From an optimization exercise on the open Yosys and OpenROAD flow, aimed at small area and a short achievable clock period; shortcuts taken in it are not production practice.
RTL that was checked went through simulation tests only; none was proved equivalent to the original.
The flow treats the clock pin as an ideal source. Dropping or thinning the clock tree relies on that and would not hold on a real chip.

==> module rxuart, before the edit <==
module rxuart(i_clk, i_reset, i_uart_rx, o_wr, o_data, o_nl, o_wr_next);
	parameter	CLOCKS_PER_BAUD = 24;
	localparam	CW = 6;	 
	localparam	[3:0]	IDLE      = 4'h0;
	localparam	[3:0]	BIT_ZERO  = 4'h1;
	localparam	[3:0]	STOP_BIT  = 4'h9;
	input	wire		i_clk;
	input	wire		i_reset;
	input	wire		i_uart_rx;
	output	reg		o_wr;
	output	reg	[7:0]	o_data;
	output	wire		o_wr_next;	 
	output	reg		o_nl;	 
	reg	[3:0]		state;
	reg	[CW-1:0]	baud_counter;
	wire			zero_baud_counter = (baud_counter == 0);
	reg		ck_uart, q_uart;
	always @(posedge i_clk)
	if (i_reset)
		{ ck_uart, q_uart } <= 2'b11;
	else
		{ ck_uart, q_uart } <= { q_uart, i_uart_rx };
	always @(posedge i_clk)
	if (i_reset)
	begin
		state <= IDLE;
		baud_counter <= 0;
	end else if (state == IDLE)
	begin
		if (!ck_uart)
		begin
			state <= BIT_ZERO;
			baud_counter <= CLOCKS_PER_BAUD+CLOCKS_PER_BAUD/2-1;
		end
	end else if (zero_baud_counter)
	begin
		if (state == STOP_BIT)
			state <= IDLE;
		else begin
			state <= state + 1'b1;
			baud_counter <= CLOCKS_PER_BAUD-1;
		end
	end else
		baud_counter <= baud_counter - 1'b1;
	always @(posedge i_clk)
	if (zero_baud_counter && state != STOP_BIT)
		o_data <= { ck_uart, o_data[7:1] };
	always @(posedge i_clk)
		o_nl <= (o_data == 8'h0a) || (o_data == 8'h0d);
	always @(posedge i_clk)
	if (i_reset)
		o_wr <= 1'b0;
	else
		o_wr <= o_wr_next;
	assign	o_wr_next = zero_baud_counter && (state == STOP_BIT);
endmodule
==> module txuart, before the edit <==
module txuart(i_clk, i_reset, i_start, i_data, o_uart_tx, o_busy, o_done);
	parameter	CLOCKS_PER_BAUD = 24;
	localparam	CW = 5;	 
	input	wire		i_clk;
	input	wire		i_reset;
	input	wire		i_start;	 
	input	wire	[7:0]	i_data;
	output	wire		o_uart_tx;
	output	reg		o_busy;
	output	wire		o_done;	 
	localparam [3:0] START	= 4'h0,
		LAST		= 4'h8,
		IDLE		= 4'hf;
	reg	[CW-1:0]	counter;
	reg	[3:0]	state;
	reg	[8:0]	lcl_data;
	reg		baud_stb;
	wire	start = i_start;
	assign	o_done = baud_stb && (state == IDLE);
	always @(posedge i_clk)
	if (i_reset)
		{ o_busy, state } <= { 1'b0, IDLE };
	else if (start)
		{ o_busy, state } <= { 1'b1, START };
	else if (baud_stb)
	begin
		if (state == IDLE)
			o_busy <= 1'b0;
		else if (state < LAST)
			state <= state + 1'b1;
		else
			state <= IDLE;
	end
	always @(posedge i_clk)
	if (i_reset)
		lcl_data <= 9'h1ff;
	else if (start)
		lcl_data <= { i_data, 1'b0 };
	else if (baud_stb)
		lcl_data <= { 1'b1, lcl_data[8:1] };
	assign	o_uart_tx = lcl_data[0];
	always @(posedge i_clk)
	if (i_reset)
	begin
		counter  <= 0;
		baud_stb <= 1'b1;
	end else if (start)
	begin
		counter  <= CLOCKS_PER_BAUD - 1;
		baud_stb <= 1'b0;
	end else if (!baud_stb)
	begin
		baud_stb <= (counter == 1);
		counter  <= counter - 1'b1;
	end else if (state != IDLE)
	begin
		counter <= CLOCKS_PER_BAUD - 1;
		baud_stb <= 1'b0;
	end
endmodule
==> module linetest, before the edit <==
module	linetest(i_clk, i_reset, i_uart_rx, o_uart_tx);
	parameter 		CLOCKS_PER_BAUD = 24;
	input	wire		i_clk;
	input	wire		i_reset;
	input	wire		i_uart_rx;
	output	wire		o_uart_tx;
	wire		rx_stb, rx_nl, rx_stb_next, tx_busy, tx_done,
			fifo_ne, fifo_full, head_nl;
	wire	[7:0]	rx_data, tx_data;
	wire	[8:0]	fifo_fill;
	reg	[7:0]	line_count;
	reg		run_tx;
	rxuart	#(.CLOCKS_PER_BAUD(CLOCKS_PER_BAUD))
		receiver(i_clk, i_reset, i_uart_rx, rx_stb, rx_data, rx_nl,
			rx_stb_next);
	wire		fill_ge80 = fifo_fill >= 9'd80;
	wire	[7:0]	count_dec = line_count - 1'b1;
	wire		count_is1 = (line_count == 8'd1);
	reg	fifo_rd, fifo_wr;
	always @(posedge i_clk)
	if (i_reset)
	begin
		fifo_rd <= 1'b0;
		fifo_wr <= 1'b0;
	end else begin
		fifo_rd <= !fifo_rd
			&& ((rx_stb && rx_nl) || run_tx || fill_ge80
				|| (fifo_ne && head_nl))
			&& (fifo_wr || fifo_ne)
			&& !(tx_busy && !tx_done);
		fifo_wr <= rx_stb_next && !(fifo_full && !fifo_rd);
	end
	sfifo	fifo(i_clk, i_reset, fifo_wr, rx_data, rx_nl, fifo_fill,
			fifo_ne, fifo_full, fifo_rd, tx_data, head_nl);
	always @(posedge i_clk)
	if (i_reset)
	begin
		run_tx <= 1'b0;
		line_count <= 0;
	end else if (rx_stb && rx_nl)
	begin
		run_tx <= 1'b1;
		line_count <= fifo_fill[7:0];
	end else if (!run_tx)
	begin
		if (fill_ge80)
		begin
			run_tx <= 1'b1;
			line_count <= 80;
		end else if (fifo_ne && head_nl)
		begin
			run_tx <= 1'b1;
			line_count <= 1;
		end
	end else if (fifo_rd) begin
		line_count <= count_dec;
		if (count_is1)
			run_tx <= 0;
	end
	txuart	#(.CLOCKS_PER_BAUD(CLOCKS_PER_BAUD))
		transmitter(i_clk, i_reset, fifo_rd, tx_data, o_uart_tx, tx_busy,
			tx_done);
endmodule
export LEC_CHECK = 0
export CAP_MARGIN = 20
export CORE_MARGIN = 2
export CORE_UTILIZATION = 70
export CTS_CLUSTER_DIAMETER = 60
export CTS_CLUSTER_SIZE = 30
export PLACE_DENSITY = 0.8
export SETUP_SLACK_MARGIN = 3.0
export SLEW_MARGIN = 20
create_clock -name core_clock -period 5.0 [get_ports {i_clk}]
standard.sh (not shown) runs the stock make flow with config.mk's settings and CLKGATE_MAP_FILE= SYNTH_SCRIPT=/design/flow/synth_recipe.tcl, a recipe that flattens the netlist after the stock synthesis.
==> flow/flow/run.sh <==
#!/bin/bash
# The standard layout (standard.sh), except for the clock tree: in
# place of TritonCTS, flow/pre_cts.tcl builds a two-level tree of
# clkbuf_16s (four roots on the clock port, each driving the leaf buffers
# of its quarter; each leaf drives a compact cluster of at most 30
# flip-flops). The rest of the CTS step (legalisation, timing repair) and
# every other step are ORFS's own.
set -euo pipefail
export PRE_CTS_TCL="$PWD/flow/pre_cts.tcl"
bash standard.sh > standard.log 2>&1
Other scripts of this flow, unchanged in this note and not shown: flow/flow/pre_cts.tcl
Edit:
--- a/flow/design.v
+++ b/flow/design.v
@@ -1,18 +1,17 @@
 `default_nettype	none
-module rxuart(i_clk, i_reset, i_uart_rx, o_wr, o_data, o_nl, o_wr_next);
+module rxuart(i_clk, i_reset, i_uart_rx, o_wr, o_data, o_nl);
 	parameter	CLOCKS_PER_BAUD = 24;
 	localparam	CW = 6;	 
 	localparam	[3:0]	IDLE      = 4'h0;
 	localparam	[3:0]	BIT_ZERO  = 4'h1;
 	localparam	[3:0]	STOP_BIT  = 4'h9;
 	input	wire		i_clk;
 	input	wire		i_reset;
 	input	wire		i_uart_rx;
 	output	reg		o_wr;
 	output	reg	[7:0]	o_data;
-	output	wire		o_wr_next;	 
 	output	reg		o_nl;	 
 	reg	[3:0]		state;
 	reg	[CW-1:0]	baud_counter;
 	wire			zero_baud_counter = (baud_counter == 0);
 	reg		ck_uart, q_uart;
@@ -50,12 +49,11 @@
 		o_nl <= (o_data == 8'h0a) || (o_data == 8'h0d);
 	always @(posedge i_clk)
 	if (i_reset)
 		o_wr <= 1'b0;
 	else
-		o_wr <= o_wr_next;
-	assign	o_wr_next = zero_baud_counter && (state == STOP_BIT);
+		o_wr <= (zero_baud_counter && state == STOP_BIT);
 endmodule
 `default_nettype	none
 module sfifo(i_clk, i_reset, i_wr, i_data, i_nl, o_fill, o_ne, o_full,
 		i_rd, o_data, o_nl);
 	input	wire		i_clk;
@@ -176,29 +174,27 @@
 		nxt_v <= 1'b0;
 	else if (fetch)
 		nxt_v <= 1'b1;
 endmodule
 `default_nettype	none
-module txuart(i_clk, i_reset, i_start, i_data, o_uart_tx, o_busy, o_done);
+module txuart(i_clk, i_reset, i_wr, i_data, o_uart_tx, o_busy);
 	parameter	CLOCKS_PER_BAUD = 24;
 	localparam	CW = 5;	 
 	input	wire		i_clk;
 	input	wire		i_reset;
-	input	wire		i_start;	 
+	input	wire		i_wr;
 	input	wire	[7:0]	i_data;
 	output	wire		o_uart_tx;
 	output	reg		o_busy;
-	output	wire		o_done;	 
 	localparam [3:0] START	= 4'h0,
 		LAST		= 4'h8,
 		IDLE		= 4'hf;
 	reg	[CW-1:0]	counter;
 	reg	[3:0]	state;
 	reg	[8:0]	lcl_data;
 	reg		baud_stb;
-	wire	start = i_start;
-	assign	o_done = baud_stb && (state == IDLE);
+	wire	start = i_wr && !o_busy;
 	always @(posedge i_clk)
 	if (i_reset)
 		{ o_busy, state } <= { 1'b0, IDLE };
 	else if (start)
 		{ o_busy, state } <= { 1'b1, START };
@@ -243,38 +239,25 @@
 	parameter 		CLOCKS_PER_BAUD = 24;
 	input	wire		i_clk;
 	input	wire		i_reset;
 	input	wire		i_uart_rx;
 	output	wire		o_uart_tx;
-	wire		rx_stb, rx_nl, rx_stb_next, tx_busy, tx_done,
-			fifo_ne, fifo_full, head_nl;
+	wire		rx_stb, rx_nl, tx_busy, fifo_ne, fifo_full, head_nl;
 	wire	[7:0]	rx_data, tx_data;
 	wire	[8:0]	fifo_fill;
 	reg	[7:0]	line_count;
 	reg		run_tx;
 	rxuart	#(.CLOCKS_PER_BAUD(CLOCKS_PER_BAUD))
-		receiver(i_clk, i_reset, i_uart_rx, rx_stb, rx_data, rx_nl,
-			rx_stb_next);
+		receiver(i_clk, i_reset, i_uart_rx, rx_stb, rx_data, rx_nl);
+	wire	tx_stb  = run_tx && fifo_ne;
+	wire	fifo_rd = tx_stb && !tx_busy;
+	wire	fifo_wr = rx_stb && !fifo_full;
+	sfifo	fifo(i_clk, i_reset, fifo_wr, rx_data, rx_nl, fifo_fill,
+			fifo_ne, fifo_full, fifo_rd, tx_data, head_nl);
 	wire		fill_ge80 = fifo_fill >= 9'd80;
 	wire	[7:0]	count_dec = line_count - 1'b1;
 	wire		count_is1 = (line_count == 8'd1);
-	reg	fifo_rd, fifo_wr;
-	always @(posedge i_clk)
-	if (i_reset)
-	begin
-		fifo_rd <= 1'b0;
-		fifo_wr <= 1'b0;
-	end else begin
-		fifo_rd <= !fifo_rd
-			&& ((rx_stb && rx_nl) || run_tx || fill_ge80
-				|| (fifo_ne && head_nl))
-			&& (fifo_wr || fifo_ne)
-			&& !(tx_busy && !tx_done);
-		fifo_wr <= rx_stb_next && !(fifo_full && !fifo_rd);
-	end
-	sfifo	fifo(i_clk, i_reset, fifo_wr, rx_data, rx_nl, fifo_fill,
-			fifo_ne, fifo_full, fifo_rd, tx_data, head_nl);
 	always @(posedge i_clk)
 	if (i_reset)
 	begin
 		run_tx <= 1'b0;
 		line_count <= 0;
@@ -297,8 +280,7 @@
 		line_count <= count_dec;
 		if (count_is1)
 			run_tx <= 0;
 	end
 	txuart	#(.CLOCKS_PER_BAUD(CLOCKS_PER_BAUD))
-		transmitter(i_clk, i_reset, fifo_rd, tx_data, o_uart_tx, tx_busy,
-			tx_done);
-endmodule
+		transmitter(i_clk, i_reset, tx_stb, tx_data, o_uart_tx, tx_busy);
+endmodule
The changed run completed without violations.
Routed wire length rose by 5.3%.
Final cell count stays flat.
Critical path depth rose by 7.
Hold slack degrades by 0.031 ns.
Area after synthesis stays flat.
Design area is about the same.
Via count rose by 1.9%.
Die area is about the same.
Setup slack improves by 0.022 ns.
Sequential share of layout area fell by 0.16 points.
Global-route usage rose by 0.83 points.
No functional check of the RTL was part of the first run of this note. In every run of this note, the design's own scripts or RTL, not TritonCTS, make the clock network.

==> static timing again, ports no longer ideal <==
The results above use ideal ports. As a check the final layouts listed here were re-extracted and re-timed, cells and wires unchanged.
Step 1 assumes that a clkbuf_16 drives the clock port and a buf_2 every other input.
Step 2 moves the port delays by t, midway between the first and last clock arrival at a register: inputs arrive t later, outputs are due t later. That takes back most of the time a late clock gives input paths.
Three values: no drivers, after step 1, after step 2; two values: the first two.
| run | t (ns) | setup slack, ns | latest minus earliest clock arrival (ns) | worst data-port slew with drivers (ns) | pins driven straight from the clock port |
|---|---|---|---|---|---|
| the first run | 0.641 | 2.977 / 2.844 / 2.467 | 0.035 / 0.035 | 0.03 | 4 |
| the second run | 0.639 | 2.999 / 2.882 / 2.711 | 0.055 / 0.055 | 0.10 | 4 |
After both steps setup and hold are still met in every run listed. The setup slack of the first run, which loses most, moves by -0.133 ns with the drivers and by -0.510 ns with both steps.
